This design comes from an exercise in tuning for small area, a short achievable clock period and few clock cycles per item on the open sky130 flow, not from production work.
Where RTL was checked, it was by simulation tests only, not by an equivalence proof against the original.
No functional check of the RTL was part of runs 4 and 6 to 8.
Power is estimated from default activity; no workload was simulated.

==> design.v <==
`timescale 1ns / 1ps
module bin2BCD(
    input           clk,
    input           rst,
    input           en,
    input   [11:0]  bin_d_in,
    output  [15:0]  bcd_d_out,
    output          rdy
    );
    function [3:0] add3;
        input [3:0] d;
        reg o3;
        begin
            o3 = d[3] | (d[2] & (d[1] | d[0]));
            add3[3] = o3;
            add3[2] = (d[2] & ~d[1] & ~d[0]) | (d[3] & d[0]);
            add3[1] = (d[3] & ~d[0]) | (d[1] & ~d[2]) | (d[1] & d[0]);
            add3[0] = d[0] ^ o3;
        end
    endfunction
    function [27:0] step;
        input [27:0] x;
        begin
            step = {add3(x[27:24]), add3(x[23:20]), add3(x[19:16]), add3(x[15:12]), x[11:0]} << 1;
        end
    endfunction
    reg  [27:0] s1, s2;
    reg  [24:10] mid;
    reg         result_rdy;
    integer i;
    always @(*) begin
        s1 = {16'b0, bin_d_in};
        for (i = 0; i < 10; i = i + 1)
            s1 = step(s1);
    end
    always @(posedge clk) begin
        mid        <= s1[24:10];
        result_rdy <= en & ~rst;
    end
    always @(*) begin
        s2 = 28'b0;
        s2[24:10] = mid;
        for (i = 10; i < 12; i = i + 1)
            s2 = step(s2);
    end
    assign bcd_d_out = s2[27:12];
    assign rdy       = result_rdy;
endmodule
==> flow/run.sh <==
#!/bin/bash
# Standard ORFS layout with two changes: the port buffers are buf_1, and
# synthesis maps the logic with the ABC script in flow/abc_area.script (a variant of ORFS's area script)
# (a copy of ORFS's scripts folder with only that file replaced).
set -euo pipefail
export BUFFER_PORTS_ARGS="-buffer_cell sky130_fd_sc_hd__buf_1"
export SETUP_MOVE_SEQUENCE="sizeup,swap"
rm -rf scripts_mod
cp -r "$FLOW_HOME/scripts" scripts_mod
cp flow/abc_area.script scripts_mod/abc_area.script
bash standard.sh SCRIPTS_DIR="$PWD/scripts_mod" synth > flow_synth.log 2>&1
bash standard.sh finish > flow_make.log 2>&1
==> flow/abc_area.script <==
strash
dch
if -K 4
mfs -W 8
strash
dch
map -B 0.9
topo
stime -c
buffer -c
upsize -c
dnsize -c
==> standard.sh <==
#!/bin/bash
# synth_recipe.tcl (not shown) runs the flow's synth.tcl, then flattens the netlist and writes it again
# the make line also repeats each setting of config.mk as NAME=value (left out here)
make -C /OpenROAD-flow-scripts/flow DESIGN_CONFIG=/design/flow/config.mk WORK_HOME=/design/flow/orfs CLKGATE_MAP_FILE= SYNTH_SCRIPT=/design/flow/synth_recipe.tcl "${@:-finish}"
==> config.mk <==
export PLATFORM = sky130hd
export DESIGN_NAME = bin2BCD
export DESIGN_NICKNAME = bin2BCD
export VERILOG_FILES = /design/flow/design.v
export SDC_FILE = /design/flow/constraint.sdc
export NUM_CORES = 4
export LEC_CHECK = 0
export ABC_AREA = 1
export CAP_MARGIN = 20
export CORE_MARGIN = 2
export CORE_UTILIZATION = 40
export PLACE_DENSITY = 0.8
export SETUP_SLACK_MARGIN = 2.3
export SLEW_MARGIN = 20
export TNS_END_PERCENT = 0
==> constraint.sdc <==
create_clock -name core_clock -period 5.0 [get_ports {clk}]
set_input_delay 1.0000 -clock core_clock [delete_from_list [all_inputs] [get_ports {clk}]]
set_output_delay 1.0000 -clock core_clock [all_outputs]
set_load 0.01 [all_outputs]
==> results of run 1 <==
==> Yosys cell counts <==
cell	instances	area share, %
nand2_1	58	18
inv_1	38	12
dfxtp_1	16	26
o21ai_0	15	6.1
nor2_1	14	4.3
nand3_1	11	4.5
o22ai_1	11	5.6
inv_2	10	3.1
o21ai_1	9	3.7
a22oi_1	6	3.7
xor2_1	6	4.3
a21oi_1	5	2.0
buf_4	2	1.2
nand2_2	2	1.0
a21oi_2	1	0.72
clkbuf_1	1	0.31
conb_1	1	0.31
nor2_2	1	0.51
o211ai_1	1	0.61
o21ai_2	1	0.72
o21bai_1	1	0.61
o22ai_2	1	1.0
==> state kept, by name, indices dropped and copies added, names as in the netlist <==
signal	count
mid	15
result_rdy	1
==> routing by layer <==
| layer | wire, um | GRT usage, % |
|---|---|---|
| met5 | 0 | 0 |
| met4 | 0 | 4.545 |
| met3 | 64 | 0.6550 |
| met2 | 1183 | 26.06 |
| met1 | 1057 | 14.29 |
==> metrics by stage <==
stage	hold slack [ps]	instances
after global placement	1091	271
after detailed placement	1095	271
after CTS	815.0	274
after floorplan	1028	211
final	821.5	274
after global routing	805.0	274
==> layout by cell type, fill, tap and decap left out, drive strengths merged <==
master	count
o21ai	25
buf	30
o211ai	1
inv	48
nand2	60
a22oi	6
conb	1
o21bai	1
nand3	11
dfxtp	16
o22ai	12
a21oi	6
clkbuf	3
nor2	15
xor2	6
==> worst max-delay path, delay by kind of cell <==
family / cells / cell delay, ps
AO/OA/AOI/OAI: 6 / 1050
buffers and inverters: 5 / 410
AND/OR/NAND/NOR: 7 / 490
==> cell type report <==
type	count	area, sq um	share of cell area (%)
Tap cell	33	41.29	2.683
Clock buffer	3	22.52	1.463
Sequential cell	16	320.3	20.81
Timing Repair Buffer	30	151.4	9.837
Multi-Input combinational cell	144	815.8	53.01
Inverter	48	187.7	12.20
==> worst paths after layout <==
kind,depth (start not counted),slack (ps),startpoint,end
worst max-delay path,18,2220,bin_d_in[10],mid[13]
worst min-delay path,1,820,bin_d_in[1],mid[11]
==> kinds of logic (layout without fill, tap and decap cells) <==
| family | Yosys count | in the layout | share of synthesized area (%) |
|---|---|---|---|
| simple gates | 86 | 86 | 28.12 |
| compound gates | 51 | 51 | 24.85 |
| buf+inv | 51 | 81 | 16.26 |
| flops | 16 | 16 | 26.18 |
| xor+xnor | 6 | 6 | 4.294 |
| other cells | 1 | 1 | 0.3065 |
==> where the power goes <==
part | switching (mW) | internal [mW] | leakage, nW
registers | 0.0239 | 0.160 | 0.134
logic | 0.255 | 0.146 | 0.626
clock network | 0.0324 | 0.0278 | 0.0138
==> timing repair <==
| action | CTS | global route |
|---|---|---|
| pin swaps | 7 | 4 |
| gates resized for setup | 33 | 10 |
| hold buffers | 0 | 0 |
| setup endpoints to repair | 16 | 18 |
==> run notes, run 1 <==
- Status: finished clean
- Worst-path maximum fanout: 5
- Area post-placement: 1375 sq um
- Crit-path cells: buf_8 > inv_2 > a21oi_4 > nand3_1 > o21ai_1 > inv_2 > o22ai_1 > inv_2 > o22ai_2 > inv_2 > o21ai_1 > o21ai_0 > nand2_2 > nand2_2 > nand2_1 > nand2_1 > nand2_1 > nand2_1
- Global-route wire length before repair: 3781 um
- Yosys warning count: 1
- Post-synth cell types: 22
- Pre-CTS WS: roughly 1600 ps
- Routed via count: 1317
- Final Power: 0.6450 mW
- Final Cell Area: 1539 sq um
- Crit end category: flip-flop
- Num CTS Buffers: 3
- Gpl congestion: 0.8013
- DR pass1 iterations: 6
- WL final: 2305 um
- Req. time, crit path: 5170 ps
- Static Leakage: between 0.7 and 0.8 nW
- Crit Path Category: input port to flip-flop
- Starting density of the core: 41.09%
- Die area: 3518 sq um
- Detail Route Antenna Nets: 0
- Mapped Area: 1224 sq um
- Flops & latches, synth: 16
- Max Freq: 359.9 MHz
- Largest net degree at the start of global routing: 9
- Nets@finish: 258
- DR DRC count: 0
- Post-Syn Nets: between 200 and 250
- I/O Buffers: 30
- Pwr per Cell Area: 419.1 nW/um^2
- FILL cells: 297
- CORE AREA: slightly below 3000 sq um
- Tot GR Track Use: 13.09%
- Gate Count Post-Synth: about 210
- CP Data Arrival Time: 2950 ps
- Initial antenna violation count: 0
- IO Pins: 32
- Setup bufs post-CTS: 0
- Clock transition at path regs: 80 ps
- CTS root buffer: clkbuf_4
- Vias per cell: between 4 and 5
- Startpoint Class: input port
- Sequential area share after synthesis: 26.18%
- Slack of the critical path: 2221 ps
- Clock Sinks: 16
- RSZ-0062 raised after global routing: yes
- Vias in the first global route: about 1100
- Clock Tree Buf Depth: 2
- Chip Width: a little under 60 um
- Worst Hold Class: input port to flip-flop
- Maxcap violations: 0
- Global route total overflow: 0
- Wire per inst: between 8 and 9 um
- Peak supply drop: between 100 and 150 uV
- Layout area overhead: 25.77%
- Final setup fails: 0
- Avg Cell Area, Syn: between 5 and 6 sq um
- Crit-path max cell delay: approximately 220 ps
- Post-DP HPWL: 1844 um
- Die height: 59.31 um
- Final period utilization: 55.57%
- Std cell rows: 20
- H-tree Lvls: 1
- Critical path's slowest cell: o22ai_1
- Sum Neg Setup Slack: 0 ps
- Initial DRC count: 40
- CTS tree: yes
- Max-slew violations: 0
- Final Hold Vio Count: 0
- Core Util, Final: 51.68%
- Antenna cells: 0
- Tmin final: 2779 ps
- Layout cell share with drive strength beyond 1: between 10% and 20%
Testbench counts, summed over its fixed seeds: cycles 8,000, items 4,000.
==> inputs of run 2 (changes only) <==
--- a/flow/run.sh
+++ b/flow/run.sh
@@ -4,6 +4,5 @@
 # (a copy of ORFS's scripts folder with only that file replaced).
 set -euo pipefail
-export BUFFER_PORTS_ARGS="-buffer_cell sky130_fd_sc_hd__buf_1"
-export SETUP_MOVE_SEQUENCE="sizeup,swap"
+export BUFFER_PORTS_ARGS="-buffer_cell sky130_fd_sc_hd__buf_2"
 rm -rf scripts_mod
 cp -r "$FLOW_HOME/scripts" scripts_mod
--- a/config.mk
+++ b/config.mk
@@ -11,5 +11,3 @@
 export CORE_UTILIZATION = 40
 export PLACE_DENSITY = 0.8
-export SETUP_SLACK_MARGIN = 2.3
 export SLEW_MARGIN = 20
-export TNS_END_PERCENT = 0
==> run notes, run 2 <==
- H-tree Lvls: 1 (unchanged)
- Avg Cell Area, Syn: 5.799 sq um (unchanged)
- Detail Route Antenna Nets: 0 (unchanged)
- Gpl congestion: 0.8569 (+6.9%)
- Die height: 59.31 um (unchanged)
- Mapped Area: 1224 sq um (unchanged)
- Crit Path Category: input port to flip-flop
- Req. time, crit path: 5180 ps (about the same)
- Vias in the first global route: 1048 (-5.5%)
- Async S/R FF share, synth: 0% (unchanged)
- Max FFs per register: 15 (unchanged)
- Layout cell share with drive strength beyond 1: 20.66% (+2.4 points)
- Vias per cell: 4.829 (+0.47%)
- Clock Sinks: 16 (unchanged)
- Most common cell in the synthesized netlist: nand2_1
- Initial DRC count: 32 (-20%)
- Critical path's most frequent cell: nand2_1
- Final Hold Vio Count: 0 (unchanged)
- Critical path's slowest cell: buf_2
- Initial antenna violation count: 0 (unchanged)
- Core Util, Final: 48.11% (-3.6 points)
- Worst Hold Class: input port to flip-flop
- # resized after CTS: 0 (-100%)
- CP Data Arrival Time: 3050 ps (+100 ps)
- Die area: 3518 sq um (unchanged)
- Std cell rows: 20 (unchanged)
- Clock Tree Buf Depth: 2 (unchanged)
- Max Freq: 348.3 MHz (-3.2%)
- Synth top area share: 26.18% (unchanged)
- Gate Count Post-Synth: 211 (unchanged)
- Post-Syn Nets: 226 (unchanged)
- Maxcap violations: 0 (unchanged)
- Synth top cells by count: nand2_1, inv_1, dfxtp_1, o21ai_0, nor2_1
- Most frequent cells in the layout: nand2_1, inv_1, buf_2
- I/O Buffers: 30 (unchanged)
- Global route total overflow: 0 (unchanged)
- Chip Width: 59.31 um (unchanged)
- Static Leakage: 0.8252 nW (+6.7%)
- Largest net degree at the start of global routing: 10 (+1)
- Global-route wire length before repair: 3808 um (+0.71%)
- Starting density of the core: 41.09% (unchanged)
- Post-CTS Hold Buffers: 0 (unchanged)
- Sequential area share after synthesis: 26.18% (unchanged)
- Pwr per Cell Area: 459.6 nW/um^2 (+9.7%)
- Synth top area cells: dfxtp_1, nand2_1, inv_1
- Final period utilization: 57.42% (+1.8 points)
- Final setup fails: 0 (unchanged)
- Top reg by flops: mid
- Post-DP HPWL: 1939 um (+5.2%)
- Num CTS Buffers: 3 (unchanged)
- CTS root buffer: clkbuf_4
- Clock transition at path regs: 80 ps (about the same)
- Crit end category: flip-flop
- Status: finished clean
- Nets@finish: 258 (unchanged)
- Antenna cells: 0 (unchanged)
- Tmin final: 2871 ps (+92.28 ps)
- Post-synth EDFFs: 0 (unchanged)
- Flops & latches, synth: 16 (unchanged)
- Most common cell after layout, fill and taps aside: nand2_1
- Min-Delay Path Depth: 1 (unchanged)
- Routed via count: 1328 (+0.84%)
- Post-synth cell types: 22 (unchanged)
- Sum Neg Setup Slack: 0 ps (unchanged)
- Layout area overhead: 17.08%
- Post-synth top area cell: dfxtp_1
- Ys flop type: dfxtp_1
- RSZ-0062 raised after global routing: no
- Crit-path max cell delay: 120 ps (-100 ps)
- Wire per inst: 8.175 um (-2.8%)
- CORE AREA: 2978 sq um (unchanged)
- WL final: 2248 um (-2.5%)
- Worst-path maximum fanout: 4 (-1)
- Yosys warning count: 1 (unchanged)
- IO Pins: 32 (unchanged)
- Peak supply drop: 111.5 uV (-13%)
- DR DRC count: 0 (unchanged)
- Startpoint Class: input port
- Biggest regs: mid: 15 flops, result_rdy: 1 flops
- Tot GR Track Use: 13.52% (+0.42 points)
- Final Power: 0.6585 mW (+2.1%)
- Setup bufs post-CTS: 0 (unchanged)
- DR pass1 iterations: 5 (-1)
- Max-slew violations: 0 (unchanged)
- CTS tree: yes
## run 2: cell counts after synthesis
Identical to the previous run, type by type.
## run 2: path summary, 6_finish.rpt
check                 slack [ps]          from  endpoint
worst max-delay path        2130  bin_d_in[11]   mid[13]
worst min-delay path         820   bin_d_in[2]   mid[12]
## run 2: critical path: cells and delay by family
kind | cells | cell delay [ps]
buffers and inverters | 1 | 120
AND/OR/NAND/NOR | 28 | 1920
## run 2: layer usage
layer  vias to the layer above  global-route usage [%]  share of wire, %
met5                         -                       0                 0
met4                         0                   3.896               1.5
met3                         5                   1.965               3.2
met2                        27                   23.86                51
met1                       566                   16.89                44
li1                        730                       -                 -
## run 2: through the flow
stage / setup slack, ps / std cells / hold slack, ps / instance area (sq um)
after detailed placement: 1834 / 271 / 1104 / 1396
after floorplan: 2222 / 211 / 1028 / 1224
after global placement: 1886 / 271 / 1102 / 1396
after CTS: 2122 / 275 / 813.8 / 1433
after global routing: 1739 / 275 / 803.5 / 1433
final: 2129 / 275 / 815.4 / 1433
## run 2: logic make-up after synthesis
family          after synthesis  synth area share, %
xor+xnor                      6                4.294
buf+inv                      51                16.26
compound gates               51                24.85
simple gates                 86                28.12
other cells                   1               0.3065
flops                        16                26.18
## run 2: final cells by class
class / instances / area (sq um)
clock buffer: 4 / 36.28
tap: 33 / 41.29
inverter: 48 / 180.2
fill: 310 / 1545
timing repair buffer: 30 / 150.1
sequential: 16 / 320.3
multi-input combinational: 144 / 704.4
## run 2: power breakdown
part | switching, mW | internal (mW)
Clock | 0.0355 | 0.0443
Sequential | 0.0220 | 0.160
Combinational | 0.242 | 0.155
Total | 0.299 | 0.359
==> inputs of run 3 (changes only) <==
--- a/flow/run.sh
+++ b/flow/run.sh
@@ -4,5 +4,6 @@
 # (a copy of ORFS's scripts folder with only that file replaced).
 set -euo pipefail
-export BUFFER_PORTS_ARGS="-buffer_cell sky130_fd_sc_hd__buf_2"
+export BUFFER_PORTS_ARGS="-buffer_cell sky130_fd_sc_hd__buf_1"
+export CTS_ARGS="-sink_clustering_enable -repair_clock_nets -sink_clustering_size 20 -sink_clustering_max_diameter 200 -sink_buffer_max_cap_derate 1.0 -root_buf sky130_fd_sc_hd__clkbuf_8 -buf_list sky130_fd_sc_hd__clkbuf_8"
 rm -rf scripts_mod
 cp -r "$FLOW_HOME/scripts" scripts_mod
--- a/config.mk
+++ b/config.mk
@@ -10,4 +10,3 @@
 export CORE_MARGIN = 2
 export CORE_UTILIZATION = 40
-export PLACE_DENSITY = 0.8
 export SLEW_MARGIN = 20
==> run notes, run 3 <==
- CORE AREA: 2978 sq um (unchanged)
- Die area: 3518 sq um (unchanged)
- WL final: 2105 um (-6.4%)
- Placed Cells: 271 (unchanged)
- Sum Neg Setup Slack: 0 ps (unchanged)
- Final setup fails: 0 (unchanged)
- Req. time, crit path: 5140 ps (-40 ps)
- Most common cell in the synthesized netlist: nand2_1
- Tot GR Track Use: 13.20% (-0.32 points)
- Nets@finish: 258 (unchanged)
- I/O Buffers: 30 (unchanged)
- Final Cell Area: 1414 sq um (-1.3%)
- Async S/R FF share, synth: 0% (unchanged)
- Layout cell share with drive strength beyond 1: 8.264% (-12 points)
- Final Power: 0.6645 mW (+0.92%)
- Max FFs per register: 15 (unchanged)
- Vias per cell: 4.658 (-3.5%)
- Final period utilization: 58.71% (+1.3 points)
- Tmin final: 2935 ps (+64.28 ps)
- Starting density of the core: 41.09% (unchanged)
- Largest net degree at the start of global routing: 10 (unchanged)
- RSZ-0062 raised after global routing: no
- Maxcap violations: 0 (unchanged)
- Ys flop type: dfxtp_1
- Final Hold Vio Count: 0 (unchanged)
- Post-synth top area cell: dfxtp_1
- Wire per inst: 7.655 um (-6.4%)
- Gpl congestion: 0.7536 (-12%)
- Chip Width: 59.31 um (unchanged)
- Pwr per Cell Area: 470.0 nW/um^2 (+2.3%)
- Routed via count: 1281 (-3.5%)
- Yosys warning count: 1 (unchanged)
- Startpoint Class: input port
- Status: finished clean
- Worst Hold Class: input port to flip-flop
- Area post-placement: 1359 sq um (-2.7%)
- Global-route wire length before repair: 3650 um (-4.1%)
- Synth top area cells: dfxtp_1, nand2_1, inv_1
- Crit Path Category: input port to flip-flop
- Non-Filler Instances: 275 (unchanged)
- CP Capture Point: mid[13]
- Vias in the first global route: 949 (-9.4%)
- Max-slew violations: 0 (unchanged)
- Flops & latches, synth: 16 (unchanged)
- Core Util, Final: 47.48% (-0.63 points)
- Post-Syn Nets: 226 (unchanged)
- Slack of the critical path: 2065 ps (-64.28 ps)
- Die height: 59.31 um (unchanged)
- DR DRC count: 0 (unchanged)
- Initial antenna violation count: 0 (unchanged)
- CP Data Arrival Time: 3080 ps (+30 ps)
- Setup bufs post-CTS: 0 (unchanged)
- Post-DP HPWL: 1805 um (-6.9%)
- Std cell rows: 20 (unchanged)
- Crit-path max cell delay: 160 ps (+40 ps)
- Clock Sinks: 16 (unchanged)
- FILL cells: 337 (+8.7%)
- Most frequent cells in the layout: nand2_1, inv_1, buf_1
- Peak supply drop: 120.6 uV (+8.2%)
- DR pass1 iterations: 4 (-1)
- Static Leakage: 0.7431 nW (-9.9%)
- Worst Setup SP: bin_d_in[11]
- Most common cell after layout, fill and taps aside: nand2_1
- Initial DRC count: 47 (+47%)
- Detail Route Antenna Nets: 0 (unchanged)
- Antenna cells: 0 (unchanged)
- IO Pins: 32 (unchanged)
- Clock Tree Buf Depth: 2 (unchanged)
- CTS tree: yes
- Pre-CTS WS: 1792 ps (-41.74 ps)
- Crit end category: flip-flop
- Post-synth cell types: 22 (unchanged)
- Layout area overhead: 15.54%
- Gate Count Post-Synth: 211 (unchanged)
- Final hold slack: 843.7 ps (+28.36 ps)
- CTS root buffer: clkbuf_8
- Max Freq: 340.7 MHz (-2.2%)
- Critical path's most frequent cell: nand2_1
- Post-CTS Hold Buffers: 0 (unchanged)
- Global route total overflow: 0 (unchanged)
- Mapped Area: 1224 sq um (unchanged)
- Clock transition at path regs: 60 ps (-20 ps)
- Synth top cells by count: nand2_1, inv_1, dfxtp_1, o21ai_0, nor2_1
- Sequential area share after synthesis: 26.18% (unchanged)
- Post-synth EDFFs: 0 (unchanged)
- Top reg by flops: mid
- # resized after CTS: 0 (unchanged)
- Num CTS Buffers: 3 (unchanged)
- Synth top area share: 26.18% (unchanged)
- Biggest regs: mid: 15 flops, result_rdy: 1 flops
- Critical path's slowest cell: buf_1
- Avg Cell Area, Syn: 5.799 sq um (unchanged)
- H-tree Lvls: 1 (unchanged)
- Worst-path maximum fanout: 4 (unchanged)
## run 3: changes by cell type in the layout (fill, tap and decap cells not counted)
cell      before  now
buf_1          0   30
buf_2         30    0
clkbuf_8       1    4
clkbuf_4       3    0
## run 3: worst max-delay path: cells and delay by family
family,cells,cell delay [ps]
and+or+nand+nor,27,1940
buffers and inverters,1,160
## run 3: worst min path at each step
| stage | startpoint | endpoint | slack [ps] | cells past startpoint |
|---|---|---|---|---|
| final | bin_d_in[2] | mid[12] | 840 | 1 |
| after floorplan | bin_d_in[0] | mid[10] | 1030 | 0 |
| after global placement | bin_d_in[0] | mid[10] | 1090 | 1 |
| after global routing | bin_d_in[0] | mid[10] | 840 | 1 |
| after detailed placement | bin_d_in[2] | mid[12] | 1100 | 1 |
| after CTS | bin_d_in[2] | mid[12] | 840 | 1 |
## run 3: per-layer routing
layer  up-vias  wire length (um)  global-route usage [%]
li1        732                 -                       -
met1       519              1135                   18.23
met2        26               862                   19.78
met3         4                58                   1.965
met4         0                49                   6.818
met5         -                 0                       0
## run 3: final cells by class
| cell class | count | area, sq um | share of cell area, % |
|---|---|---|---|
| well taps | 33 | 41.29 | 2.920 |
| flip-flops and latches | 16 | 320.3 | 22.65 |
| repair buffers | 30 | 112.6 | 7.965 |
| multi-input cells | 144 | 704.4 | 49.82 |
| clock buffers | 4 | 55.05 | 3.894 |
| inverters | 48 | 180.2 | 12.74 |
## run 3: kinds of logic after synthesis
group / count (synthesis) / share of synthesized area [%]
DFF: 16 / 26.18
xor gates and xnor gates: 6 / 4.294
buffers and inverters: 51 / 16.26
other: 1 / 0.3065
AOI/OAI and AO/OA: 51 / 24.85
and+or+nand+nor: 86 / 28.12
## run 3: where the power goes
group | internal, mW | switching (mW)
Clock | 0.0697 | 0.0395
Sequential | 0.160 | 0.0219
Combinational | 0.133 | 0.241
==> inputs of run 4 (changes only) <==
--- a/design.v
+++ b/design.v
@@ -26,20 +26,20 @@
     endfunction
     reg  [27:0] s1, s2;
-    reg  [24:10] mid;
+    reg  [22:9] mid;
     reg         result_rdy;
     integer i;
     always @(*) begin
         s1 = {16'b0, bin_d_in};
-        for (i = 0; i < 10; i = i + 1)
+        for (i = 0; i < 9; i = i + 1)
             s1 = step(s1);
     end
     always @(posedge clk) begin
-        mid        <= s1[24:10];
+        mid        <= s1[22:9];
         result_rdy <= en & ~rst;
     end
     always @(*) begin
         s2 = 28'b0;
-        s2[24:10] = mid;
-        for (i = 10; i < 12; i = i + 1)
+        s2[22:9] = mid;
+        for (i = 9; i < 12; i = i + 1)
             s2 = step(s2);
     end
--- a/flow/run.sh
+++ b/flow/run.sh
@@ -5,5 +5,4 @@
 set -euo pipefail
 export BUFFER_PORTS_ARGS="-buffer_cell sky130_fd_sc_hd__buf_1"
-export CTS_ARGS="-sink_clustering_enable -repair_clock_nets -sink_clustering_size 20 -sink_clustering_max_diameter 200 -sink_buffer_max_cap_derate 1.0 -root_buf sky130_fd_sc_hd__clkbuf_8 -buf_list sky130_fd_sc_hd__clkbuf_8"
 rm -rf scripts_mod
 cp -r "$FLOW_HOME/scripts" scripts_mod
==> run notes, run 4 <==
- DR DRC count: 0 (unchanged)
- CP Data Arrival Time: 2250 ps (-830 ps)
- Final setup fails: 0 (unchanged)
- Placed Cells: 286 (+5.5%)
- Biggest regs: mid: 14 flops, result_rdy: 1 flops
- Peak supply drop: 135.5 uV (+12%)
- Startpoint Class: flip-flop
- H-tree Lvls: 1 (unchanged)
- Final Hold Vio Count: 0 (unchanged)
- Vias in the first global route: 949 (unchanged)
- Setup bufs post-CTS: 0 (unchanged)
- Req. time, crit path: 4000 ps (-1140 ps)
- Pre-CTS WS: 2020 ps (+227.3 ps)
- Vias per cell: 4.341 (-6.8%)
- Post-synth top area cell: dfxtp_1
- WL met3: 51 um (-12%)
- Final Cell Area: 1446 sq um (+2.3%)
- Pwr per Cell Area: 445.3 nW/um^2 (-5.2%)
- Wire per inst: 7.134 um (-6.8%)
- Yosys warning count: 1 (unchanged)
- Maxcap violations: 0 (unchanged)
- Top Metal Used: met3
- Most common cell in the synthesized netlist: nand2_1
- Hold path endpoint: mid[10]
- Post-DP HPWL: 1784 um (-1.2%)
- Clock Sinks: 15 (-1)
- Multi-input gate area: 767.0 sq um (+8.9%)
- Worst-path maximum fanout: 7 (+3)
- FILL cells: 338 (+0.30%)
- Ys flop type: dfxtp_1
- Largest net degree at the start of global routing: 10 (unchanged)
- Gate Count Post-Synth: 214 (+1.4%)
- Min-Delay Path Depth: 1 (unchanged)
- Crit Path Category: flip-flop to primary output
- Reg area: 300.3 sq um (-6.2%)
- Std cell rows: 20 (unchanged)
- CTS tree: yes
- Tmin final: 3255 ps (+319.3 ps)
- Global route total overflow: 0 (unchanged)
- Top reg by flops: mid
- Post-synth cell types: 25 (+14%)
- Avg Cell Area, Syn: 5.917 sq um (+2.0%)
- DR pass1 iterations: 4 (unchanged)
- CORE AREA: 3028 sq um (+1.7%)
- Area post-placement: 1419 sq um (+4.4%)
- Antenna cells: 0 (unchanged)
- Max Freq: 307.3 MHz (-9.8%)
- Num CTS Buffers: 3 (unchanged)
- Synth top cells by count: nand2_1, inv_1, o21ai_0, dfxtp_1, nor2_1
- Met2 wire length: 922 um (+7.0%)
- Layout cell share with drive strength beyond 1: 12.60% (+4.3 points)
- Nets@finish: 262 (+1.6%)
- Global-route wire length before repair: 3560 um (-2.5%)
- Worst hold start: bin_d_in[1]
- Synth top area cells: dfxtp_1, nand2_1, inv_1
- Initial DRC count: 43 (-8.5%)
- WL final: 2069 um (-1.7%)
- Max-slew violations: 0 (unchanged)
- Worst Hold Class: input port to flip-flop
- # resized after CTS: 0 (unchanged)
- Met1 Wirelength: 1095 um (-3.5%)
- Layout area overhead: 14.23%
- Synth top area share: 23.72% (-2.5 points)
- Status: finished clean
- Sum Neg Setup Slack: 0 ps (unchanged)
- Gpl congestion: 0.7601 (+0.86%)
- Clock transition at path regs: 80 ps (+20 ps)
- Static Leakage: 0.7316 nW (-1.5%)
- IO Pins: 32 (unchanged)
- Routed via count: 1259 (-1.7%)
- Flops & latches, synth: 15 (-1)
- Mapped Area: 1266 sq um (+3.5%)
- Starting density of the core: 41.82% (+0.73 points)
- Post-synth EDFFs: 0 (unchanged)
- Post-CTS Hold Buffers: 0 (unchanged)
- I/O Buffers: 30 (unchanged)
- Async S/R FF share, synth: 0% (unchanged)
- Slack of the critical path: 1745 ps (-319.3 ps)
- Most frequent cells in the layout: nand2_1, inv_1, buf_1
- CTS root buffer: clkbuf_4
- Tot GR Track Use: 12.32% (-0.88 points)
- Crit end category: primary output
- Final Power: 0.6441 mW (-3.1%)
- Clock Tree Buf Depth: 2 (unchanged)
- Post-Syn Nets: 229 (+1.3%)
- Die height: 60.27 um (+1.6%)
- Non-Filler Instances: 290 (+5.5%)
- Max FFs per register: 14 (-1)
- RSZ-0062 raised after global routing: no
- Detail Route Antenna Nets: 0 (unchanged)
- Initial antenna violation count: 0 (unchanged)
- Most common cell after layout, fill and taps aside: nand2_1
- Final hold slack: 814.2 ps (-29.50 ps)
- Core Util, Final: 47.77% (+0.29 points)
- Sequential area share after synthesis: 23.72% (-2.5 points)
- Final period utilization: 65.09% (+6.4 points)
- Die area: 3632 sq um (+3.2%)
- Chip Width: 60.27 um (+1.6%)
run 4: critical path, stage by stage (launching register included):
cell	delay [ps]
dfxtp_1	370
inv_2	60
a21oi_1	150
nor2_2	80
xor2_1	160
o21ai_0	170
nand2_1	190
xor2_1	180
inv_1	90
nor2_1	40
o21ai_1	180
xor2_1	150
buf_1	160
run 4: worst max path at each step:
stage	startpoint	to	slack (ps)	cells past startpoint
final	mid[12]	bcd_d_out[1]	1750	12
after global routing	mid[12]	bcd_d_out[1]	1450	12
after CTS	mid[12]	bcd_d_out[1]	1710	12
after detailed placement	mid[12]	bcd_d_out[1]	2020	12
after global placement	mid[12]	bcd_d_out[1]	2030	12
after floorplan	mid[12]	bcd_d_out[1]	2140	11
run 4: final cells by class:
| class | instances | share of cell area [%] |
|---|---|---|
| flip-flops and latches | 15 | 20.76 |
| inverters | 49 | 12.72 |
| well taps | 44 | 3.806 |
| clock inverters | 1 | 0.3460 |
| clock buffers | 3 | 1.557 |
| multi-input cells | 148 | 53.03 |
| repair buffers | 30 | 7.785 |
run 4: kinds of logic (layout without fill, tap and decap cells):
| logic type | after synthesis | in the layout | synth area share [%] |
|---|---|---|---|
| buffers and inverters | 51 | 83 | 15.71 |
| AND/OR/NAND/NOR | 87 | 87 | 29.25 |
| other | 1 | 1 | 0.2962 |
| flip-flops | 15 | 15 | 23.72 |
| AO/OA/AOI/OAI | 52 | 52 | 25.49 |
| XOR/XNOR | 8 | 8 | 5.534 |
run 4: routing by layer:
| layer | track usage [%] | vias to the layer above |
|---|---|---|
| met5 | 0 | - |
| met1 | 17.25 | 506 |
| met3 | 1.948 | 0 |
| met4 | 3.810 | 0 |
| li1 | - | 739 |
| met2 | 19.25 | 14 |
run 4: power by group:
part / internal (mW) / switching, mW / total [mW]
Combinational: 0.150 / 0.276 / 0.426
Sequential: 0.142 / 0.0144 / 0.157
Clock: 0.0296 / 0.0325 / 0.0620
==> inputs of run 5 (changes only) <==
--- a/design.v
+++ b/design.v
@@ -25,23 +25,22 @@
         end
     endfunction
-    reg  [27:0] s1, s2;
-    reg  [22:9] mid;
+    function [27:0] steps;
+        input [27:0] x;
+        input integer first, last;
+        integer i;
+        begin
+            steps = x;
+            for (i = first; i < last; i = i + 1)
+                steps = step(steps);
+        end
+    endfunction
+    wire [27:0] s1 = steps({16'b0, bin_d_in}, 0, 10);
+    reg  [24:10] mid;
     reg         result_rdy;
-    integer i;
-    always @(*) begin
-        s1 = {16'b0, bin_d_in};
-        for (i = 0; i < 9; i = i + 1)
-            s1 = step(s1);
-    end
     always @(posedge clk) begin
-        mid        <= s1[22:9];
+        mid        <= s1[24:10];
         result_rdy <= en & ~rst;
     end
-    always @(*) begin
-        s2 = 28'b0;
-        s2[22:9] = mid;
-        for (i = 9; i < 12; i = i + 1)
-            s2 = step(s2);
-    end
+    wire [27:0] s2 = steps({3'b0, mid, 10'b0}, 10, 12);
     assign bcd_d_out = s2[27:12];
     assign rdy       = result_rdy;
--- a/config.mk
+++ b/config.mk
@@ -10,3 +10,4 @@
 export CORE_MARGIN = 2
 export CORE_UTILIZATION = 40
+export PLACE_DENSITY = 0.8
 export SLEW_MARGIN = 20
==> run notes, run 5 <==
- Clock power frac: 9.9% (+0.3 points)
- Synth top cells by count: nand2_1, inv_1, dfxtp_1, o21ai_0, nor2_1
- Ys flop type: dfxtp_1
- WL met3: 70 um (+37%)
- Clock Tree Buf Depth: 2 (unchanged)
- Gate power share: 60.7% (-5.4 points)
- Flops & latches, synth: 16 (+1)
- Post-DP HPWL: 1867 um (+4.7%)
- Avg Cell Area, Syn: 5.799 sq um (-2.0%)
- Startpoint Class: input port
- Vias in the first global route: 954 (+0.53%)
- Gate Count Post-Synth: 211 (-1.4%)
- Final Cell Area: 1381 sq um (-4.5%)
- Non-Filler Instances: 274 (-5.5%)
- Peak supply drop: 102.4 uV (-24%)
- Worst Hold Class: input port to flip-flop
- Sequential area share after synthesis: 26.18% (+2.5 points)
- Gpl congestion: 0.8230 (+8.3%)
- Max FFs per register: 15 (+1)
- Vias per cell: 4.675 (+7.7%)
- Met2 wire length: 1068 um (+16%)
- Post-synth top area cell: dfxtp_1
- Largest net degree at the start of global routing: 9 (-1)
- Detail Route Antenna Nets: 0 (unchanged)
- H-tree Lvls: 1 (unchanged)
- Global-route wire length before repair: 3456 um (-2.9%)
- FILL cells: 310 (-8.3%)
- Post-synth EDFFs: 0 (unchanged)
- DR pass1 iterations: 4 (unchanged)
- Psw: 0.2960 mW (-8.3%)
- Post-CTS Hold Buffers: 0 (unchanged)
- Layout cell share with drive strength beyond 1: 7.884% (-4.7 points)
- Top Metal Used: met4
- Yosys warning count: 1 (unchanged)
- Wire per inst: 7.942 um (+11%)
- Final Hold Vio Count: 0 (unchanged)
- Req. time, crit path: 5220 ps (+1220 ps)
- Std cell rows: 20 (unchanged)
- Antenna cells: 0 (unchanged)
- Global route total overflow: 0 (unchanged)
- Mapped Area: 1224 sq um (-3.4%)
- RSZ-0062 raised after global routing: no
- Crit Path Category: input port to flip-flop
- Final period utilization: 57.47% (-7.6 points)
- Most common cell after layout, fill and taps aside: nand2_1
- Max-slew violations: 0 (unchanged)
- Post-Syn Nets: 226 (-1.3%)
- Most frequent cells in the layout: nand2_1, inv_1, buf_1
- Max Freq: 348.0 MHz (+13%)
- Internal Power: 0.3205 mW (-0.23%)
- Final setup fails: 0 (unchanged)
- DR DRC count: 0 (unchanged)
- CTS tree: yes
- Top reg by flops: mid
- CP Data Arrival Time: 3090 ps (+840 ps)
- Async S/R FF share, synth: 0% (unchanged)
- Initial DRC count: 41 (-4.7%)
- Die area: 3518 sq um (-3.1%)
- Synth top area share: 26.18% (+2.5 points)
- Pwr per Cell Area: 446.4 nW/um^2 (+0.23%)
- Layout area overhead: 12.88%
- Pre-CTS WS: 1826 ps (-193.6 ps)
- Status: finished clean
- CORE AREA: 2978 sq um (-1.7%)
- Most common cell in the synthesized netlist: nand2_1
- Sequential share of power: 29.4% (+5.1 points)
- Num CTS Buffers: 3 (unchanged)
- Post-synth cell types: 22 (-12%)
- CTS root buffer: clkbuf_4
- Clock transition at path regs: 80 ps (about the same)
- Chip Width: 59.31 um (-1.6%)
- Synth top area cells: dfxtp_1, nand2_1, inv_1
- Initial antenna violation count: 0 (unchanged)
- Switch share: 48.02% (-2.1 points)
- Slack of the critical path: 2127 ps (+381.1 ps)
- Maxcap violations: 0 (unchanged)
- Core Util, Final: 46.39% (-1.4 points)
- Clock Sinks: 16 (+1)
- Met1 Wirelength: 993 um (-9.3%)
- IO Pins: 32 (unchanged)
- Routed via count: 1281 (+1.7%)
- WL final: 2176 um (+5.2%)
- Setup bufs post-CTS: 0 (unchanged)
- Tmin final: 2873 ps (-381.1 ps)
- Sum Neg Setup Slack: 0 ps (unchanged)
- Starting density of the core: 41.09% (-0.73 points)
- Tot GR Track Use: 12.56% (+0.25 points)
- Placed Cells: 271 (-5.2%)
- # resized after CTS: 0 (unchanged)
- Area post-placement: 1359 sq um (-4.2%)
- Die height: 59.31 um (-1.6%)
- Nets@finish: 258 (-1.5%)
- I/O Buffers: 30 (unchanged)
- Worst-path maximum fanout: 4 (-3)
- Biggest regs: mid: 15 flops, result_rdy: 1 flops
- Crit end category: flip-flop
- Static Leakage: 0.7282 nW (-0.47%)
-- run 5: area by class of cell --
class | count | area (sq um) | share of cell area (%)
inverters | 48 | 180.2 | 13.04
clock buffers | 3 | 22.52 | 1.630
multi-input cells | 144 | 704.4 | 51.00
well taps | 33 | 41.29 | 2.989
flip-flops and latches | 16 | 320.3 | 23.19
repair buffers | 30 | 112.6 | 8.152
-- run 5: power groups by stage --
stage               clock [mW]  sequential [mW]  combinational (mW)
floorplan                    0            0.180               0.286
global placement             0            0.184               0.368
detailed placement           0            0.184               0.375
CTS                     0.0636            0.181               0.376
global route            0.0685            0.185               0.428
finish                  0.0613            0.181               0.374
-- run 5: cell families (layout without fill, tap and decap cells) --
group	after synthesis	after routing	share of synthesized area (%)
other	1	1	0.3065
buffers and inverters	51	81	16.26
and+or+nand+nor	86	86	28.12
xor gates and xnor gates	6	6	4.294
AOI/OAI and AO/OA	51	51	24.85
DFF	16	16	26.18
-- run 5: worst max-delay path, stage by stage --
cell and delay [ps]:
buf_1 160, nand2_1 110, nand2_1 120, nand2_1 70, nand2_1 60, nand3_1 60
nand2_1 80, nand2_1 50, nand2_1 70, nand3_1 70, nand2_1 80, nand2_1 50
nand2_1 80, nand2_2 90, o21ai_2 140, nand2_1 100, nand2_1 70, nand2_1 60
o211ai_1 170, nand2_1 100, nand2_1 90, nand2_1 50, nand2_1 80, nand2_1 50
nand2_1 50
-- run 5: per-stage QoR --
step / hold WS, ps / power, mW
6_report: 810.4 / 0.6166
5_1_grt: 798.4 / 0.6811
4_1_cts: 801.6 / 0.6206
3_5_place_dp: 1093 / 0.5588
3_3_place_gp: 1091 / 0.5513
2_1_floorplan: 1028 / 0.4661
-- run 5: final timing paths --
check	from	endpoint	slack, ps	depth (start not counted)
worst max-delay path	bin_d_in[11]	mid[17]	2130	25
worst min-delay path	bin_d_in[2]	mid[12]	810	1
-- run 5: routing by layer --
metal	vias up	GRT usage, %
li1	729	-
met1	520	14.32
met2	27	22.61
met3	5	1.965
met4	0	5.844
met5	-	0
Testbench counts of run 5, summed over its fixed seeds: cycles 8,000, items 4,000.
==> inputs of run 6 (changes only) <==
==> design.v (replaced) <==
`timescale 1ns / 1ps
module bin2BCD(
    input           clk,
    input           rst,
    input           en,
    input   [11:0]  bin_d_in,
    output  [15:0]  bcd_d_out,
    output          rdy
    );
    function [3:0] step;
        input [2:0] r;
        input       b;
        reg q;
        begin
            q = r[2] | (r[1] & (r[0] | b));
            step[3] = q;
            step[2] = (r[1] & ~r[0] & ~b) | (r[2] & b);
            step[1] = (r[2] & ~b) | (r[0] & ~r[1]) | (r[0] & b);
            step[0] = b ^ q;
        end
    endfunction
    function [2:0] bin3;
        input [2:0] r;
        bin3 = r;
    endfunction
    reg  [10:0] q0;
    reg  [2:0]  r0;
    integer i;
    always @(*) begin
        r0 = 3'b000;
        for (i = 10; i >= 0; i = i - 1)
            {q0[i], r0} = step(r0, bin_d_in[i + 1]);
    end
    reg  [8:0]  q0_q;     
    reg  [3:0]  units;
    reg         result_rdy;
    always @(posedge clk) begin
        q0_q       <= q0[8:0];
        units      <= {bin3(r0), bin_d_in[0]};
        result_rdy <= en & ~rst;
    end
    reg  [7:0]  q1;       
    reg  [2:0]  r1;
    reg  [4:0]  q2;       
    reg  [2:0]  r2;
    always @(*) begin
        r1 = 3'b000;
        for (i = 7; i >= 0; i = i - 1)
            {q1[i], r1} = step(r1, q0_q[i + 1]);
        r2 = 3'b000;
        for (i = 4; i >= 0; i = i - 1)
            {q2[i], r2} = step(r2, q1[i + 1]);
    end
    assign bcd_d_out = {1'b0, q2[2:0], bin3(r2), q1[0], bin3(r1), q0_q[0], units};
    assign rdy       = result_rdy;
endmodule
==> flow/run.sh (replaced) <==
#!/bin/bash
# Standard ORFS layout, with the smallest buffer (buf_1) as the port buffer.
set -euo pipefail
export BUFFER_PORTS_ARGS="-buffer_cell sky130_fd_sc_hd__buf_1"
bash standard.sh finish > flow_make.log 2>&1
--- a/config.mk
+++ b/config.mk
@@ -10,4 +10,3 @@
 export CORE_MARGIN = 2
 export CORE_UTILIZATION = 40
-export PLACE_DENSITY = 0.8
 export SLEW_MARGIN = 20
removed: flow/abc_area.script
==> run notes, run 6 <==
- Max Freq: 228.6 MHz (-34%)
- Startpoint Class: flip-flop
- Most common cell after layout, fill and taps aside: nand2_1
- CORE AREA: 3078 sq um (+3.4%)
- DR pass1 iterations: 4 (unchanged)
- Hold path endpoint: units[0]
- H-tree Lvls: 1 (unchanged)
- Critical path's slowest cell: dfxtp_1
- Die height: 61.26 um (+3.3%)
- Ys flop type: dfxtp_1
- Final setup fails: 0 (unchanged)
- Vias in the first global route: 1086 (+14%)
- Vias per cell: 4.489 (-4.0%)
- Nets@finish: 256 (-0.78%)
- Req. time, crit path: 4000 ps (-1220 ps)
- Max-slew violations: 0 (unchanged)
- Crit Path Category: flip-flop to primary output
- IO Pins: 32 (unchanged)
- Placed Cells: 280 (+3.3%)
- WL final: 2356 um (+8.3%)
- Post-DP HPWL: 2087 um (+12%)
- Setup bufs post-CTS: 0 (unchanged)
- # resized after CTS: 0 (unchanged)
- Crit end category: primary output
- Global route total overflow: 0 (unchanged)
- Starting density of the core: 42.60% (+1.5 points)
- Gpl congestion: 0.7188 (-13%)
- Mapped Area: 1311 sq um (+7.2%)
- Final period utilization: 87.51% (+30 points)
- Tot GR Track Use: 14.19% (+1.6 points)
- Most frequent cells in the layout: nand2_1, inv_1, buf_1
- Post-synth top area cell: dfxtp_1
- Peak supply drop: 128.7 uV (+26%)
- CP Data Arrival Time: 3380 ps (+290 ps)
- Non-Filler Instances: 284 (+3.6%)
- Compound-gate portion of the synthesized area: 21.95% (-2.9 points)
- Post-synth EDFFs: 0 (unchanged)
- Min-Delay Path Depth: 1 (unchanged)
- Tmin final: 4375 ps (+1502 ps)
- Critical path's most frequent cell: xor2_1
- Max FFs per register: 9 (-6)
- Crit-path cells: inv_1 > nor3_1 > nor2_2 > xor2_1 > inv_2 > o21bai_2 > nand2_1 > xor2_1 > inv_2 > o21ai_1 > nand2_2 > xor2_1 > nand2_1 > nand2_1 > nand2_2 > xor2_1 > inv_1 > nor2_1 > o21ai_2 > xor2_1 > buf_1
- Final Cell Area: 1500 sq um (+8.6%)
- RSZ-0062 raised after global routing: no
- Initial antenna violation count: 0 (unchanged)
- Antenna cells: 0 (unchanged)
- Maxcap violations: 0 (unchanged)
- Num CTS Buffers: 3 (unchanged)
- Status: finished clean
- Clock Sinks: 14 (-2)
- Gate Count Post-Synth: 208 (-1.4%)
- Post-CTS Hold Buffers: 0 (unchanged)
- Worst Hold Class: input port to flip-flop
- Synth Area in Adders: 0% (unchanged)
- Wire per inst: 8.296 um (+4.5%)
- Die area: 3752 sq um (+6.7%)
- Worst hold start: bin_d_in[0]
- Worst-path maximum fanout: 7 (+3)
- Flops & latches, synth: 14 (-2)
- Global-route wire length before repair: 4146 um (+20%)
- Initial DRC count: 35 (-15%)
- CTS root buffer: clkbuf_4
- Layout area overhead: 14.41%
- Post-Synth XOR/XNOR Area: 4.676% (+0.38 points)
- Post-Syn Nets: 223 (-1.3%)
- Most common cell in the synthesized netlist: nand2_1
- Clock Tree Buf Depth: 2 (unchanged)
- Sequential area share after synthesis: 21.37% (-4.8 points)
- Std cell rows: 20 (unchanged)
- Biggest regs: q0_q: 9 flops, units: 4 flops, result_rdy: 1 flops
- Main combinational cell family by area after synthesis: simple AND/OR/NAND/NOR gates
- Routed via count: 1275 (-0.47%)
- Synth top area cells: dfxtp_1, nand2_2, nand2_1
- Final Power: 0.6885 mW (+12%)
- Sum Neg Setup Slack: 0 ps (unchanged)
- Top reg by flops: q0_q
- Async S/R FF share, synth: 0% (unchanged)
- Core Util, Final: 48.74% (+2.4 points)
- Avg Cell Area, Syn: 6.304 sq um (+8.7%)
- Mux cell area share after synthesis: 0% (unchanged)
- Yosys warning count: 1 (unchanged)
- Clock transition at path regs: 80 ps (about the same)
- Synth top area share: 21.37% (-4.8 points)
- I/O Buffers: 30 (unchanged)
- Area post-placement: 1464 sq um (+7.7%)
- Crit-path max cell delay: 360 ps (+190 ps)
- Pwr per Cell Area: 458.9 nW/um^2 (+2.8%)
- Largest net degree at the start of global routing: 9 (unchanged)
- DR DRC count: 0 (unchanged)
- CTS tree: yes
- Simple-Gate Fraction of Synth Area: 39.12% (+11 points)
- Layout cell share with drive strength beyond 1: 21.25% (+13 points)
- Post-synth cell types: 30 (+36%)
- Detail Route Antenna Nets: 0 (unchanged)
- Final Hold Vio Count: 0 (unchanged)
- Static Leakage: 0.7240 nW (-0.58%)
- Synth top cells by count: nand2_1, inv_1, nand2_2, dfxtp_1, nand3_1
- Chip Width: 61.26 um (+3.3%)
## run 6: cell count changes after synthesis, moves of 3 or more
cell,previous run,this run
nand2_1,58,34
nand2_2,2,23
o22ai_1,11,4
nand3_2,0,6
inv_1,38,33
a22oi_1,6,2
nor2_1,14,10
o21ai_0,15,11
inv_2,10,7
nand3_1,11,14
o22a_1,0,3
or2_0,0,3
or2_1,0,3
## run 6: kinds of logic after synthesis
family | Yosys count
and+or+nand+nor | 99
xor gates and xnor gates | 7
AOI/OAI and AO/OA | 45
other | 1
DFF | 14
buffers and inverters | 42
## run 6: metrics by stage
stage               setup WS [ps]  hold WS (ps)
finish                      624.7         818.1
CTS                         591.6         806.0
detailed placement          912.4          1094
global route                260.6         793.2
floorplan                    1137          1028
global placement            964.6          1094
## run 6: area by class of cell
type / count / area [sq um]
Fill cell: 353 / 1578
Multi-Input combinational cell: 152 / 865.8
Sequential cell: 14 / 280.3
Inverter: 40 / 150.1
Timing Repair Buffer: 30 / 112.6
Tap cell: 44 / 55.05
Clock buffer: 4 / 36.28
## run 6: routing by layer
layer	global-route usage (%)	wire length, um
met5	0	0
met4	7.453	27
met3	0.8403	58
met2	21.88	1009
met1	19.87	1260
## run 6: worst max-delay path by stage
stage | start | end | cells past startpoint
5_1_grt | q0_q[8] | bcd_d_out[5] | 21
2_1_floorplan | q0_q[8] | bcd_d_out[9] | 17
6_report | q0_q[8] | bcd_d_out[5] | 21
3_3_place_gp | q0_q[8] | bcd_d_out[5] | 21
4_1_cts | q0_q[8] | bcd_d_out[5] | 21
3_5_place_dp | q0_q[8] | bcd_d_out[5] | 21
## run 6: power breakdown
part | leakage (nW) | internal, mW | switching [mW]
Clock | 0.0210 | 0.0442 | 0.0330
Sequential | 0.118 | 0.138 | 0.0149
Combinational | 0.585 | 0.163 | 0.296
Total | 0.724 | 0.345 | 0.344
## run 6: worst max-delay path, delay by kind of cell, from the launching register on
family | cells | cell delay, ps
XOR/XNOR | 5 | 930
buffers and inverters | 5 | 400
AND/OR/NAND/NOR | 8 | 950
flip-flops | 1 | 360
AO/OA/AOI/OAI | 3 | 460
==> inputs of run 7 (changes only) <==
==> flow/run.sh (replaced) <==
#!/bin/bash
# Standard ORFS layout with two changes: the port buffers are buf_1, and
# synthesis maps the logic with the ABC script in flow/abc_area.script (ORFS's area script without its buffering and sizing steps)
# (a copy of ORFS's scripts folder with only that file replaced).
set -euo pipefail
export BUFFER_PORTS_ARGS="-buffer_cell sky130_fd_sc_hd__buf_1"
rm -rf scripts_mod
cp -r "$FLOW_HOME/scripts" scripts_mod
cp flow/abc_area.script scripts_mod/abc_area.script
bash standard.sh SCRIPTS_DIR="$PWD/scripts_mod" synth > flow_synth.log 2>&1
bash standard.sh finish > flow_make.log 2>&1
==> flow/abc_area.script (new file) <==
strash
dch
map -B 0.9
topo
==> run notes, run 7 <==
- Max FFs per register: 9 (unchanged)
- Static Leakage: 0.6013 nW (-17%)
- Post-synth top area cell: dfxtp_1
- Chip Width: 58.74 um (-4.1%)
- Sum Neg Setup Slack: 0 ps (unchanged)
- Routed via count: 1272 (-0.24%)
- Die area: 3450 sq um (-8.0%)
- Status: finished clean
- DR DRC count: 0 (unchanged)
- Sequential area share after synthesis: 23.38% (+2.0 points)
- Worst Hold Class: input port to flip-flop
- CTS root buffer: clkbuf_4
- Initial antenna violation count: 0 (unchanged)
- Sequential share of power: 23.0% (+0.8 points)
- Setup bufs post-CTS: 0 (unchanged)
- Final Cell Area: 1398 sq um (-6.8%)
- Tmin final: 4435 ps (+59.88 ps)
- Post-Syn Nets: 223 (unchanged)
- Detail Route Antenna Nets: 0 (unchanged)
- Crit Path Category: flip-flop to primary output
- Post-DP HPWL: 1894 um (-9.2%)
- Synth top area share: 23.38% (+2.0 points)
- Peak supply drop: 171.9 uV (+34%)
- Flops & latches, synth: 14 (unchanged)
- Gate Count Post-Synth: 208 (unchanged)
- H-tree Lvls: 1 (unchanged)
- Most common cell in the synthesized netlist: nand2_1
- Pwr per Cell Area: 479.5 nW/um^2 (+4.5%)
- Psw: 0.3322 mW (-3.3%)
- CORE AREA: 2805 sq um (-8.9%)
- Global-route wire length before repair: 3767 um (-9.1%)
- Num CTS Buffers: 3 (unchanged)
- Gate power share: 65.0% (-1.6 points)
- Most frequent cells in the layout: nand2_1, clkinv_1, buf_1
- Tot GR Track Use: 13.87% (-0.32 points)
- Std cell rows: 19 (-5.0%)
- Synth top area cells: dfxtp_1, nand2_1, clkinv_1
- WL final: 2176 um (-7.6%)
- Wire per inst: 8.030 um (-3.2%)
- Clock transition at path regs: 80 ps (about the same)
- Area post-placement: 1335 sq um (-8.8%)
- Avg Cell Area, Syn: 5.763 sq um (-8.6%)
- Async S/R FF share, synth: 0% (unchanged)
- Switch share: 49.58% (-0.32 points)
- Die height: 58.74 um (-4.1%)
- Final Hold Vio Count: 0 (unchanged)
- Yosys warning count: 1 (unchanged)
- Clock Sinks: 14 (unchanged)
- Antenna cells: 0 (unchanged)
- FILL cells: 305 (-14%)
- Vias per cell: 4.694 (+4.6%)
- Top reg by flops: q0_q
- Met2 wire length: 833 um (-17%)
- # resized after CTS: 0 (unchanged)
- RSZ-0062 raised after global routing: no
- I/O Buffers: 30 (unchanged)
- Post-synth cell types: 20 (-33%)
- CP Data Arrival Time: 3440 ps (+60 ps)
- Nets@finish: 256 (unchanged)
- Global route total overflow: 0 (unchanged)
- Final setup fails: 0 (unchanged)
- Startpoint Class: flip-flop
- Starting density of the core: 42.73% (+0.13 points)
- Max Freq: 225.5 MHz (-1.4%)
- Most common cell after layout, fill and taps aside: nand2_1
- IO Pins: 32 (unchanged)
- Reg area: 280.3 sq um (unchanged)
- Clock power frac: 12.0% (+0.8 points)
- Gpl congestion: 0.8042 (+12%)
- Internal Power: 0.3379 mW (-2.0%)
- Mapped Area: 1199 sq um (-8.6%)
- DR pass1 iterations: 15 (+11)
- Req. time, crit path: 4000 ps (about the same)
- Crit end category: primary output
- Ys flop type: dfxtp_1
- Clock Tree Buf Depth: 2 (unchanged)
- Met1 Wirelength: 1227 um (-2.6%)
- Initial DRC count: 41 (+17%)
- Post-synth EDFFs: 0 (unchanged)
- WL met3: 64 um (+10%)
- Layout area overhead: 16.60%
- Worst-path maximum fanout: 7 (unchanged)
- Biggest regs: q0_q: 9 flops, units: 4 flops, result_rdy: 1 flops
- Vias in the first global route: 965 (-11%)
- Synth top cells by count: nand2_1, clkinv_1, o21ai_0, nand3_1, dfxtp_1
- Post-CTS Hold Buffers: 0 (unchanged)
- Layout cell share with drive strength beyond 1: 9.167% (-12 points)
- Top Metal Used: met4
- Multi-input gate area: 779.5 sq um (-10%)
- Largest net degree at the start of global routing: 9 (unchanged)
- CTS tree: yes
- Max-slew violations: 0 (unchanged)
- Maxcap violations: 0 (unchanged)
- Final period utilization: 88.70% (+1.2 points)
-- run 7: cell types whose count changed after synthesis, moves of 7 or more --
cell / previous run / this run
clkinv_1: 0 / 40
o21ai_1: 9 / 0
nand2_2: 23 / 0
o21ai_0: 11 / 23
nand2_1: 34 / 57
inv_1: 33 / 0
inv_2: 7 / 0
-- run 7: cell families after synthesis --
group	count (synthesis)	synth area share, %
and+or+nand+nor	99	34.97
AOI/OAI and AO/OA	45	22.44
buffers and inverters	42	13.78
DFF	14	23.38
xor gates and xnor gates	7	5.115
other	1	0.3129
-- run 7: final cells by class --
type                    instances  share of cell area, %
well taps                      31                  2.775
flip-flops and latches         14                  20.05
multi-input cells             152                  55.77
clock buffers                   4                  2.596
inverters                      40                  10.74
repair buffers                 30                  8.057
-- run 7: worst max-delay path, stage by stage, from the launching register on --
cell	delay [ps]
dfxtp_1	340
clkinv_1	90
nor2_1	100
clkinv_1	100
a21oi_1	140
nor2_1	100
xor2_1	240
inv_2	80
o21bai_4	140
nand2_1	100
xor2_1	180
clkinv_1	110
o21ai_1	150
nand2_2	120
xor2_2	170
nand2_1	60
nand2_1	60
nand2_2	130
xor2_1	160
clkinv_1	100
nor2_2	100
o21ai_1	90
xor2_1	130
buf_1	160
-- run 7: metrics by stage --
step / setup slack, ps / util (%) / std cells / hold WS, ps / power, mW
floorplan: 726.0 / - / 208 / 1028 / 0.4761
global placement: 565.0 / 47.59 / 267 / 1112 / 0.5779
detailed placement: 523.7 / 47.59 / 267 / 1109 / 0.5757
CTS: 189.2 / 48.88 / 271 / 816.3 / 0.6569
global route: 25.78 / 49.82 / 271 / 839.9 / 0.7487
finish: 564.8 / 49.82 / 271 / 812.2 / 0.6701
-- run 7: worst paths after layout --
path / startpoint / endpoint / depth (start not counted)
max: q0_q[6] / bcd_d_out[5] / 23
min: bin_d_in[0] / units[0] / 1
-- run 7: layer usage --
layer	vias up	track usage (%)
met5	-	0
met4	0	8.766
met3	4	1.319
met2	20	18.89
met1	509	20.59
li1	739	-
-- run 7: power groups by stage --
stage | logic (mW) | registers (mW) | clock network [mW]
global route | 0.501 | 0.158 | 0.0896
floorplan | 0.318 | 0.158 | 0
detailed placement | 0.420 | 0.156 | 0
finish | 0.436 | 0.154 | 0.0802
global placement | 0.423 | 0.155 | 0
CTS | 0.421 | 0.153 | 0.0824
==> inputs of run 8 (changes only) <==
==> design.v (replaced) <==
`timescale 1ns / 1ps
module bin2BCD(
    input           clk,
    input           rst,
    input           en,
    input   [11:0]  bin_d_in,
    output  [15:0]  bcd_d_out,
    output          rdy
    );
    function [5:0] step;
        input [4:0] r;
        input       b;
        begin
            step[5] = r[4] | r[3] | (r[2] & b);
            step[0] = b ? r[2] : r[0];
            step[1] = b ? r[0] : r[3];
            step[2] = b ? r[3] : r[1];
            step[3] = b ? r[1] : r[4];
            step[4] = b ? r[4] : r[2];
        end
    endfunction
    function [2:0] bin3;
        input [4:0] r;
        bin3 = {r[4], r[3] | r[2], r[3] | r[1]};
    endfunction
    reg  [10:0] q0;
    reg  [4:0]  r0;
    integer i;
    always @(*) begin
        r0 = 5'b00001;
        for (i = 10; i >= 0; i = i - 1)
            {q0[i], r0} = step(r0, bin_d_in[i + 1]);
    end
    reg  [8:0]  q0_q;     
    reg  [3:0]  units;
    reg         result_rdy;
    always @(posedge clk) begin
        q0_q       <= q0[8:0];
        units      <= {bin3(r0), bin_d_in[0]};
        result_rdy <= en & ~rst;
    end
    reg  [7:0]  q1;       
    reg  [4:0]  r1;
    reg  [4:0]  q2;       
    reg  [4:0]  r2;
    always @(*) begin
        r1 = 5'b00001;
        for (i = 7; i >= 0; i = i - 1)
            {q1[i], r1} = step(r1, q0_q[i + 1]);
        r2 = 5'b00001;
        for (i = 4; i >= 0; i = i - 1)
            {q2[i], r2} = step(r2, q1[i + 1]);
    end
    assign bcd_d_out = {1'b0, q2[2:0], bin3(r2), q1[0], bin3(r1), q0_q[0], units};
    assign rdy       = result_rdy;
endmodule
==> flow/run.sh (replaced) <==
#!/bin/bash
# Standard ORFS layout, with the smallest buffer (buf_1) as the port buffer.
set -euo pipefail
export BUFFER_PORTS_ARGS="-buffer_cell sky130_fd_sc_hd__buf_1"
bash standard.sh finish > flow_make.log 2>&1
removed: flow/abc_area.script
==> run notes, run 8 <==
- Hold path endpoint: units[0]
- Startpoint Class: flip-flop
- # resized after CTS: 0 (unchanged)
- Layout area overhead: 12.78%
- Multi-input gate area: 1124 sq um (+44%)
- CP Data Arrival Time: 2150 ps (-1290 ps)
- FILL cells: 399 (+31%)
- Post-DP HPWL: 2870 um (+52%)
- Pre-CTS WS: 2106 ps (+1583 ps)
- Reg area: 280.3 sq um (unchanged)
- Synth top area cells: nand2_1, nand3_1, dfxtp_1
- Mapped Area: 1577 sq um (+32%)
- DR DRC count: 0 (unchanged)
- Avg Cell Area, Syn: 5.203 sq um (-9.7%)
- Clock Tree Buf Depth: 2 (unchanged)
- I/O Buffers: 30 (unchanged)
- Final Hold Vio Count: 0 (unchanged)
- Final setup fails: 0 (unchanged)
- Top reg by flops: q0_q
- Die area: 4460 sq um (+29%)
- Layout cell share with drive strength beyond 1: 5.405% (-3.8 points)
- Ys flop type: dfxtp_1
- Status: finished clean
- Max FFs per register: 9 (unchanged)
- Wire per inst: 8.701 um (+8.4%)
- Die height: 66.78 um (+14%)
- Antenna cells: 0 (unchanged)
- Initial DRC count: 82 (+100%)
- Biggest regs: q0_q: 9 flops, units: 4 flops, result_rdy: 1 flops
- Final period utilization: 62.91% (-26 points)
- Most frequent cells in the layout: nand2_1, nand3_1, inv_1
- Clock transition at path regs: 60 ps (-20 ps)
- Chip Width: 66.78 um (+14%)
- Most common cell in the synthesized netlist: nand2_1
- Clock Sinks: 14 (unchanged)
- Post-CTS Hold Buffers: 0 (unchanged)
- Vias in the first global route: 1613 (+67%)
- Final Cell Area: 1778 sq um (+27%)
- Setup bufs post-CTS: 0 (unchanged)
- Synth top cells by count: nand2_1, nand3_1, inv_1, o21ai_1, dfxtp_1
- Max Freq: 317.9 MHz (+41%)
- Worst-path maximum fanout: 6 (-1)
- Starting density of the core: 42.42% (-0.31 points)
- Largest net degree at the start of global routing: 11 (+2)
- Worst hold start: bin_d_in[0]
- Min-Delay Path Depth: 1 (unchanged)
- Global-route wire length before repair: 6147 um (+63%)
- Detail Route Antenna Nets: 0 (unchanged)
- Slack of the critical path: 1854 ps (+1290 ps)
- Tmin final: 3146 ps (-1289 ps)
- Pwr per Cell Area: 302.0 nW/um^2 (-37%)
- IO Pins: 32 (unchanged)
- Most common cell after layout, fill and taps aside: nand2_1
- Crit Path Category: flip-flop to primary output
- DR pass1 iterations: 4 (-11)
- Non-Filler Instances: 381 (+41%)
- Post-Syn Nets: 318 (+43%)
- RSZ-0062 raised after global routing: no
- Gpl congestion: 0.8512 (+5.8%)
- Nets@finish: 349 (+36%)
- Static Leakage: 0.9648 nW (+60%)
- Maxcap violations: 0 (unchanged)
- H-tree Lvls: 1 (unchanged)
- Area post-placement: 1723 sq um (+29%)
- Post-synth cell types: 23 (+15%)
- Post-synth EDFFs: 0 (unchanged)
- Post-synth top area cell: nand2_1
- Sequential area share after synthesis: 17.78% (-5.6 points)
- Placed Cells: 377 (+41%)
- Max-slew violations: 0 (unchanged)
- CORE AREA: 3716 sq um (+32%)
- Num CTS Buffers: 3 (unchanged)
- Crit end category: primary output
- CTS root buffer: clkbuf_8
- WL final: 3315 um (+52%)
- Global route total overflow: 0 (unchanged)
- CTS tree: yes
- Worst Hold Class: input port to flip-flop
- Flops & latches, synth: 14 (unchanged)
- Async S/R FF share, synth: 0% (unchanged)
- Synth top area share: 28.33% (+5.0 points)
- Routed via count: 1861 (+46%)
- Req. time, crit path: 4000 ps (about the same)
- Tot GR Track Use: 16.76% (+2.9 points)
- Sum Neg Setup Slack: 0 ps (unchanged)
- Yosys warning count: 1 (unchanged)
- Std cell rows: 22 (+3)
- Vias per cell: 4.885 (+4.1%)
- Peak supply drop: 82.99 uV (-52%)
- Gate Count Post-Synth: 303 (+46%)
- Initial antenna violation count: 0 (unchanged)
- Final hold slack: 866.9 ps (+54.68 ps)
[run 8: cell count changes after synthesis, sizes merged, moves of 2 or more]
cell	change
clkinv	-39
inv	+38
nand4	+4
a22oi	-2
or2	-4
a21oi	-5
o22a	-5
o21ai	+6
o211ai	+4
xor2	-7
buf	+2
nand3	+44
o22ai	-4
nand2	+65
[run 8: routing by layer]
| metal | vias to the layer above | wire, um | share of wire, % | track usage [%] |
|---|---|---|---|---|
| met5 | - | 0 | 0 | 0 |
| met4 | 0 | 24 | 0.72 | 4.592 |
| met3 | 2 | 69 | 2.1 | 1.014 |
| met2 | 21 | 1527 | 46 | 29.75 |
| met1 | 783 | 1693 | 51 | 21.78 |
| li1 | 1055 | - | - | - |
[run 8: cell families after synthesis]
| kind of cell | count (synthesis) | synth area share [%] |
|---|---|---|
| AO/OA/AOI/OAI | 37 | 13.25 |
| buffers and inverters | 43 | 10.95 |
| flip-flops | 14 | 17.78 |
| other | 1 | 0.2379 |
| AND/OR/NAND/NOR | 208 | 57.78 |
[run 8: worst max path at each step]
stage / endpoint / startpoint / depth (start not counted)
global placement: bcd_d_out[9] / q0_q[8] / 14
detailed placement: bcd_d_out[9] / q0_q[5] / 12
floorplan: bcd_d_out[7] / q0_q[7] / 14
finish: bcd_d_out[9] / q0_q[8] / 15
global route: bcd_d_out[10] / q0_q[5] / 13
CTS: bcd_d_out[9] / q0_q[8] / 15
[run 8: where the power goes]
| group | total, mW | internal, mW | switching, mW |
|---|---|---|---|
| sequential | 0.136 | 0.126 | 0.0103 |
| clock | 0.106 | 0.0696 | 0.0369 |
| combinational | 0.294 | 0.0997 | 0.195 |
| total | 0.537 | 0.295 | 0.242 |
[run 8: critical path: stages, from the launching register on]
cell and delay (ps):
dfxtp_1 320, inv_1 100, nand2_1 80, nand2_1 50
o21ai_1 80, o21ai_1 230, o21ai_1 100, or2_1 240
nand2_2 120, nand3_1 80, o21ai_1 140, nor2_1 80
nand2_1 60, nand2_1 40, inv_1 40, buf_1 130
[run 8: final cells by class]
type	instances	share of cell area (%)
clock buffers	4	3.096
multi-input cells	246	63.19
flip-flops and latches	14	15.76
inverters	39	8.234
repair buffers	30	6.334
well taps	48	3.378
[run 8: through the flow]
stage               total power, mW  utilization (%)
floorplan                    0.3655                -
global placement             0.4345            46.36
detailed placement           0.4340            46.36
CTS                          0.5443            47.85
global route                 0.5995            47.85
finish                       0.5370            47.85

port drivers added, routing unchanged:
The flow's constraints put no driver on any port. The routed layouts listed below were extracted and timed again, unchanged, in two steps. Step 1 (the two cells are an assumption about what drives the block):
set clk [get_ports {clk}]
set_driving_cell -lib_cell sky130_fd_sc_hd__clkbuf_16 $clk
set_driving_cell -lib_cell sky130_fd_sc_hd__buf_2 [delete_from_list [all_inputs] $clk]
Step 2 moves the port delays by t, midway between the first and last clock arrival at a register: inputs arrive t later, outputs are due t later. That takes back most of the time a late clock gives input paths. Slacks: no drivers / after step 1 / after step 2; pairs: no drivers / after step 1.
| run | t, ns | setup slack, ns | latest minus earliest clock arrival (ns) |
|---|---|---|---|
| run 1 | 0.280 | 2.221 / 2.188 / 1.908 | 0.004 / 0.003 |
| run 2 | 0.297 | 2.129 / 2.108 / 1.833 | 0.002 / 0.002 |
| run 3 | 0.266 | 2.065 / 2.068 / 1.802 | 0.002 / 0.001 |
| run 4 | 0.284 | 1.745 / 1.726 / 2.010 | 0.006 / 0.006 |
| run 5 | 0.293 | 2.127 / 2.108 / 1.832 | 0.004 / 0.004 |
| run 6 | 0.287 | 0.625 / 0.605 / 0.892 | 0.001 / 0.002 |
| run 7 | 0.300 | 0.565 / 0.543 / 0.727 | 0.001 / 0.001 |
| run 8 | 0.261 | 1.854 / 1.831 / 2.092 | 0.001 / 0.001 |
After both steps setup and hold are still met in every run listed. For run 1, which loses most, drivers alone change the setup slack by -0.033 ns; drivers and shift together by -0.313 ns.
